What follows belongs to an exercise in optimizing a design on an open flow for small area; a production flow would make more cautious choices.
The RTL was checked by simulation tests, not by an equivalence proof against the original design.

==> quartz: inputs <==
==> flow/design.v (excerpt) <==
module sync_arith_unit_12 (
    input  logic [31:0] i_arg_A,
    input  logic [31:0] i_arg_B,
    input  logic [1:0]  i_op,
    input  logic        i_clk,
    input  logic        i_reset,
    output logic [31:0] o_result,
    output logic [3:0]  o_status,
    output logic        o_error_konw,
    output logic        o_error_przes,
    output logic        o_error_ust
);
==> module sync_arith_unit_12, before the edit <==
module sync_arith_unit_12 (
    input  logic [31:0] i_arg_A,
    input  logic [31:0] i_arg_B,
    input  logic [1:0]  i_op,
    input  logic        i_clk,
    input  logic        i_reset,
    output logic [31:0] o_result,
    output logic [3:0]  o_status,
    output logic        o_error_konw,
    output logic        o_error_przes,
    output logic        o_error_ust
);
    wire [31:0] A = i_arg_A;
    wire [31:0] B = i_arg_B;
    logic [31:0] a_pre;    
    always_comb begin
        a_pre[0] = 1'b0;
        for (int i = 1; i < 32; i++) a_pre[i] = a_pre[i-1] | A[i-1];
    end
    wire        a_lo_nz = a_pre[31];
    wire [31:0] konw    = {A[31] & a_lo_nz, A[30:0] ^ ({31{A[31]}} & a_pre[30:0])};
    assign o_error_konw = A[31] & ~a_lo_nz;
    logic [31:0] c;        
    always_comb begin
        c[0] = 1'b0;
        for (int i = 1; i < 32; i++)
            c[i] = (A[i-1] & B[i-1]) | (c[i-1] & (A[i-1] | B[i-1]));
    end
    wire poro = (A[31] == B[31]) ? ~A[31] : c[31];
    assign o_error_ust = (|B[30:5]) | (B[31] & (|B[4:0]));
    wire [31:0] onehot = (32'd1 << B[4:0]) & ~32'd1;
    wire [31:0] ustaw  = o_error_ust ? 32'd0 : (~A | onehot);
    wire        a_7f   = ~A[31] & (&A[30:0]);
    wire        sel_sh = (&B[30:5]) & (B[31] | (&B[4:0]));
    wire [31:0] shv    = A >> (~B[4:0]);
    wire        fill   = (B[31] & A[31]) | a_7f;
    wire [31:0] przes  = sel_sh ? shv : {1'b0, {31{fill}}};
    assign o_error_przes = ~B[31] & ~(&B[30:0]) & (|A) & ~a_7f;
    logic [31:0] w;
    always_comb begin
        case (i_op)
            2'b00: w = konw;
            2'b01: w = {31'd0, poro};
            2'b10: w = ustaw;
            default: w = przes;
        endcase
    end
    wire err = o_error_konw | o_error_przes | o_error_ust;
    always_ff @(posedge i_clk, posedge i_reset) begin
        if (i_reset) begin
            o_result <= '0;
            o_status <= '0;
        end else begin
            o_result <= w;
            o_status <= {err, ^w, ~|w, 1'b0};
        end
    end
endmodule
clock: 15.0 ns
lec_check: 0
cap_margin: 20
core_margin: 2
core_utilization: 40
slew_margin: 20
standard.sh (not shown) runs the stock make flow with config.mk's settings and CLKGATE_MAP_FILE= SYNTH_SCRIPT=/design/flow/synth_recipe.tcl, a recipe that flattens the netlist after the stock synthesis.
==> flow/flow/run.sh <==
#!/bin/bash
# Layout flow: the standard ORFS flow, except that synthesis maps the
# combinational logic with an area-oriented ABC script (flow/area.script).
# Registers, their names and cell types are as in the standard synthesis.
set -euo pipefail
work=$(pwd)
export MY_ABC_SCRIPT=$work/flow/area.script
sed "s#$work/synth_recipe.tcl#$work/flow/my_synth.tcl#" standard.sh > own_standard.sh
grep -q "flow/my_synth.tcl" own_standard.sh
bash own_standard.sh finish > orfs_make.log 2>&1
test -f out/final.def
==> flow/flow/area.script <==
strash
&get -n
&st
&deepsyn -T 30
&dch -f
&nf -R 1000 -p -F 8 -A 4 -a
&put
==> flow/flow/my_synth.tcl <==
proc synth {args} { yosys synth -nofsm -noshare {*}$args }
# map the combinational logic with our own ABC script
proc abc {args} {
  set i [lsearch -exact $args -script]
  if { $i >= 0 } { lset args [expr { $i + 1 }] $::env(MY_ABC_SCRIPT) }
  yosys abc {*}$args
}
source $::env(SCRIPTS_DIR)/synth.tcl
# left out here: clear keep_hierarchy, flatten, clean up, hide names made inside functions, write 1_2_yosys.v
==> harbor: changes against quartz <==
==> flow/design.v (replaced) <==
module sync_arith_unit_12 (
    input  logic [31:0] i_arg_A,
    input  logic [31:0] i_arg_B,
    input  logic [1:0]  i_op,
    input  logic        i_clk,
    input  logic        i_reset,
    output logic [31:0] o_result,
    output logic [3:0]  o_status,
    output logic        o_error_konw,
    output logic        o_error_przes,
    output logic        o_error_ust
);
    wire [31:0] A = i_arg_A;
    wire [31:0] B = i_arg_B;
    wire sel_konw = (i_op == 2'b00);
    wire sel_poro = (i_op == 2'b01);
    wire sel_ust  = (i_op == 2'b10);
    wire sel_prz  = (i_op == 2'b11);
    logic [31:0] c;        
    always_comb begin
        c[0] = 1'b0;
        for (int i = 1; i < 32; i++)
            c[i] = (A[i-1] & B[i-1]) | (c[i-1] & (A[i-1] | B[i-1]));
    end
    wire poro = (A[31] == B[31]) ? ~A[31] : c[31];
    assign o_error_ust = (|B[30:5]) | (B[31] & (|B[4:0]));
    wire        u_ok   = sel_ust & ~o_error_ust;
    wire        u_bit  = u_ok & (|B[4:0]);
    logic [31:0] a_pre;    
    always_comb begin
        a_pre[0] = 1'b0;
        for (int i = 1; i < 32; i++) a_pre[i] = a_pre[i-1] | A[i-1];
    end
    wire        a_lo_nz = a_pre[31];
    assign o_error_konw = A[31] & ~a_lo_nz;
    wire        k_neg   = sel_konw & A[31];
    wire        en_a    = sel_konw | u_ok;
    wire [30:0] x       = ({31{k_neg}} & a_pre[30:0]) | {31{u_ok}};
    wire [31:0] w_ku    = {(k_neg & a_lo_nz) | (u_ok & ~A[31]), ({31{en_a}} & A[30:0]) ^ x};
    wire        a_7f   = ~A[31] & (&A[30:0]);
    wire        sel_sh = (&B[30:5]) & (B[31] | (&B[4:0]));
    wire        fill   = (B[31] & A[31]) | a_7f;
    assign o_error_przes = ~B[31] & ~(&B[30:0]) & (|A) & ~a_7f;
    wire [4:0]  s      = ~B[4:0];
    wire        g_sh   = sel_prz & sel_sh;
    wire        g1     = g_sh & s[0];        
    wire        g0     = g_sh & ~s[0];       
    wire        g_fill = sel_prz & ~sel_sh & fill;
    wire [31:0] t0     = ({32{g1}} & {1'b0, A[31:1]}) | ({32{g0}} & A) | {1'b0, {31{g_fill}}}
                       | {u_bit & ~s[0], u_bit & s[0], 30'd0};
    wire [31:0] w_sh   = t0 >> {s[4:1] & {4{sel_sh | sel_ust}}, 1'b0};
    wire [31:0] w = w_ku | w_sh | {31'd0, sel_poro & poro};
    wire err = o_error_konw | o_error_przes | o_error_ust;
    always_ff @(posedge i_clk, posedge i_reset) begin
        if (i_reset) begin
            o_result <= '0;
            o_status <= '0;
        end else begin
            o_result <= w;
            o_status <= {err, ^w, ~|w, 1'b0};
        end
    end
endmodule
==> flow/flow/run.sh (replaced) <==
#!/bin/bash
# Layout flow: the standard ORFS flow, except that synthesis maps the
# combinational logic with an area-oriented ABC script (flow/area.script),
# and the ports get the smallest buffer.
# Registers, their names and cell types are as in the standard synthesis.
set -euo pipefail
work=$(pwd)
export MY_ABC_SCRIPT=$work/flow/area.script
# the smallest buffer on each port
export BUFFER_PORTS_ARGS="-buffer_cell sky130_fd_sc_hd__buf_1"
# clock tree of small buffers, without dummy loads
export CTS_ARGS="-sink_clustering_enable -repair_clock_nets -dont_use_dummy_load -buf_list sky130_fd_sc_hd__clkbuf_4"
# downsize gates off the critical paths after global routing
export RECOVER_POWER=100
sed "s#$work/synth_recipe.tcl#$work/flow/my_synth.tcl#" standard.sh > own_standard.sh
grep -q "flow/my_synth.tcl" own_standard.sh
# no half/full adder extraction before ABC: it maps the whole logic itself
sed -i "s#CLKGATE_MAP_FILE= #CLKGATE_MAP_FILE= ADDER_MAP_FILE= #" own_standard.sh
grep -q "ADDER_MAP_FILE= " own_standard.sh
# repair_design buffers high-fanout nets: keep it to the smaller buffers,
# on top of the platform's own don't-use list
platform_dont_use=$(make -s -C "$FLOW_HOME" DESIGN_CONFIG="$work/config.mk" WORK_HOME="$work/orfs" print-DONT_USE_CELLS | sed -n 's/^DONT_USE_CELLS: *//p')
test -n "$platform_dont_use"
dont_use="$platform_dont_use sky130_fd_sc_hd__buf_6 sky130_fd_sc_hd__buf_8 sky130_fd_sc_hd__buf_12 sky130_fd_sc_hd__buf_16"
sed -i "s#CLKGATE_MAP_FILE= #CLKGATE_MAP_FILE= 'DONT_USE_CELLS=$dont_use' #" own_standard.sh
bash own_standard.sh finish > orfs_make.log 2>&1
test -f out/final.def
==> flow/flow/area.script (replaced) <==
strash
&get -n
&st
&dch -f
&nf -R 1000 -p -F 8 -A 4 -a
&put
Settings changed: CAP_MARGIN 20 to 10, CORE_UTILIZATION 40 to 45, CTS_BUF_LIST set to sky130_fd_sc_hd__clkbuf_4, GPL_TIMING_DRIVEN set to 0, SLEW_MARGIN 20 to 10.
==> willow: changes against quartz <==
==> flow/design.v (replaced) <==
module sync_arith_unit_12 (
    input  logic [31:0] i_arg_A,
    input  logic [31:0] i_arg_B,
    input  logic [1:0]  i_op,
    input  logic        i_clk,
    input  logic        i_reset,
    output logic [31:0] o_result,
    output logic [3:0]  o_status,
    output logic        o_error_konw,
    output logic        o_error_przes,
    output logic        o_error_ust
);
    wire [31:0] A = i_arg_A;
    wire [31:0] B = i_arg_B;
    wire sel_konw = (i_op == 2'b00);
    wire sel_poro = (i_op == 2'b01);
    wire sel_ust  = (i_op == 2'b10);
    wire sel_prz  = (i_op == 2'b11);
    logic [31:0] c;        
    always_comb begin
        c[0] = 1'b0;
        for (int i = 1; i < 32; i++)
            c[i] = (A[i-1] & B[i-1]) | (c[i-1] & (A[i-1] | B[i-1]));
    end
    wire poro = (A[31] == B[31]) ? ~A[31] : c[31];
    assign o_error_ust = (|B[30:5]) | (B[31] & (|B[4:0]));
    wire        u_ok   = sel_ust & ~o_error_ust;
    wire        u_bit  = u_ok & (|B[4:0]);
    logic [31:0] a_pre;    
    always_comb begin
        a_pre[0] = 1'b0;
        for (int i = 1; i < 32; i++) a_pre[i] = a_pre[i-1] | A[i-1];
    end
    wire        a_lo_nz = a_pre[31];
    assign o_error_konw = A[31] & ~a_lo_nz;
    wire        k_neg   = sel_konw & A[31];
    wire        en_a    = sel_konw | u_ok;
    wire [30:0] x       = ({31{k_neg}} & a_pre[30:0]) | {31{u_ok}};
    wire [31:0] w_ku    = {(k_neg & a_lo_nz) | (u_ok & ~A[31]), ({31{en_a}} & A[30:0]) ^ x};
    wire        a_7f   = ~A[31] & (&A[30:0]);
    wire        sel_sh = (&B[30:5]) & (B[31] | (&B[4:0]));
    wire        fill   = (B[31] & A[31]) | a_7f;
    assign o_error_przes = ~B[31] & ~(&B[30:0]) & (|A) & ~a_7f;
    wire [4:0]  s      = ~B[4:0];
    wire        g_sh   = sel_prz & sel_sh;
    wire        g1     = g_sh & s[0];        
    wire        g0     = g_sh & ~s[0];       
    wire        g_fill = sel_prz & ~sel_sh & fill;
    wire [31:0] t0     = ({32{g1}} & {1'b0, A[31:1]}) | ({32{g0}} & A) | {1'b0, {31{g_fill}}}
                       | {u_bit & ~s[0], u_bit & s[0], 30'd0};
    wire [31:0] w_sh   = t0 >> {s[4:1] & {4{sel_sh | sel_ust}}, 1'b0};
    wire [31:0] w = w_ku | w_sh | {31'd0, sel_poro & poro};
    wire err = o_error_konw | o_error_przes | o_error_ust;
    always_ff @(posedge i_clk, posedge i_reset) begin
        if (i_reset) begin
            o_result <= '0;
            o_status <= '0;
        end else begin
            o_result <= w;
            o_status <= {err, ^w, ~|w, 1'b0};
        end
    end
endmodule
==> flow/flow/run.sh (replaced) <==
#!/bin/bash
# Layout flow: the standard ORFS flow, except that synthesis maps the
# combinational logic with an area-oriented ABC script (flow/area.script),
# and the ports get the smallest buffer.
# Registers, their names and cell types are as in the standard synthesis.
set -euo pipefail
work=$(pwd)
export MY_ABC_SCRIPT=$work/flow/area.script
# the smallest buffer on each port
export BUFFER_PORTS_ARGS="-buffer_cell sky130_fd_sc_hd__buf_1"
sed "s#$work/synth_recipe.tcl#$work/flow/my_synth.tcl#" standard.sh > own_standard.sh
grep -q "flow/my_synth.tcl" own_standard.sh
# no half/full adder extraction before ABC: it maps the whole logic itself
sed -i "s#CLKGATE_MAP_FILE= #CLKGATE_MAP_FILE= ADDER_MAP_FILE= #" own_standard.sh
grep -q "ADDER_MAP_FILE= " own_standard.sh
bash own_standard.sh finish > orfs_make.log 2>&1
test -f out/final.def
==> flow/flow/area.script (replaced) <==
strash
&get -n
&st
&deepsyn -T 120
&dch -f
&nf -R 1000 -p -F 8 -A 4 -a
&put
Settings changed: CORE_UTILIZATION 40 to 50, CTS_BUF_LIST set to sky130_fd_sc_hd__clkbuf_4 sky130_fd_sc_hd__clkbuf_8, CTS_CLUSTER_DIAMETER set to 200, CTS_CLUSTER_SIZE set to 40, GPL_TIMING_DRIVEN set to 0.
==> run notes <==
- Most common library cells after synthesis: sky130_fd_sc_hd__nand2_1, sky130_fd_sc_hd__o21ai_0, sky130_fd_sc_hd__a21oi_1
- The flow ran to the end and the layout has no timing, DRC or antenna violations.
- Max-slew headroom at the worst pin: 0.201
- Post-route cell area: 0.00601 mm^2
- Distinct cell type count of the synthesized netlist: 53
* Seq/total area: 0.146
- Via count of the first global-routing pass: 5,344
* Final core area utilization: 0.550
- The share of synthesized area in the top cell type comes to 0.194.
- Clock network contribution to total cell area: 0.0320
* Largest net degree at the start of global routing: 65
- In the layout the commonest cells are sky130_fd_sc_hd__clkdlybuf4s50_1, sky130_fd_sc_hd__nand2_1, sky130_fd_sc_hd__o21ai_0, sky130_fd_sc_hd__a21oi_1, sky130_fd_sc_hd__nor2_1.
- Worst endpoint data arrival time: 9.93 ns
That was quartz.
==> run notes <==
- The number of global-route vias before repair is 4,668.
- The flow ran to the end and the layout has no timing, DRC or antenna violations.
- Data on the critical path arrives at its endpoint at 6.27 ns.
- The share of synthesized area in the top cell type comes to 0.215.
* Clock network contribution to total cell area: 0.0183
- Largest net degree at the start of global routing: 37
- Seq/total area: 0.181
* Post-route cell area: 0.00485 mm^2
- Counting instances in the post-synthesis netlist gives the leading cell types as sky130_fd_sc_hd__nand2_1, sky130_fd_sc_hd__a21oi_1, sky130_fd_sc_hd__nor2_1.
- Synthesis instantiated 49 different standard cells from the library.
That was willow.
==> run notes <==
- Result of the run: timing/DRC/antenna clean
- The count of buffers added on input and output ports is 105.
* Share of the synthesized area in the top cell type: 0.220
* Final core area utilization: 0.539
- DR WL met2: 6300 um
- Registers represent a cell area share of 0.188.
* Via count of the first global-routing pass: 4,403
* Most common library cells after synthesis: sky130_fd_sc_hd__nand2_1, sky130_fd_sc_hd__o21ai_0, sky130_fd_sc_hd__a21oi_1
- Distinct cell type count of the synthesized netlist: 41
- Measured against its own limit, the worst slew margin works out to 0.183.
* Most frequent cells in the layout: sky130_fd_sc_hd__buf_1, sky130_fd_sc_hd__nand2_1, sky130_fd_sc_hd__o21ai_0, sky130_fd_sc_hd__a21oi_1, sky130_fd_sc_hd__nor2_1
* Worst endpoint data arrival time: 5.47 ns
- Largest net degree at the start of global routing: 36
That was harbor.

==> static timing again, ports no longer ideal <==
How much do the figures lean on ideal ports? The routed layouts below were timed once more, with nothing changed but the port constraints.
Step 1 assumes that a clkbuf_16 drives the clock port and a buf_2 every other input.
Step 2 also shifts input and output timing later by t, the mid clock arrival at the registers, as if the neighbouring blocks saw the same clock.
Slacks: ideal ports / drivers / drivers and shift; pairs: ideal ports / drivers.
run | t, ns | setup slack, ns | worst slew at a driven data input, ns
quartz | 0.310 | 2.074 / 2.043 / 2.043 | 0.04
harbor | 0.340 | 6.527 / 6.508 / 6.508 | 0.04
willow | 0.307 | 5.727 / 5.706 / 5.706 | 0.03
After both steps every run listed still meets setup and hold. The setup slack of quartz, which loses most, moves by -0.031 ns with the drivers and by -0.031 ns with both steps.
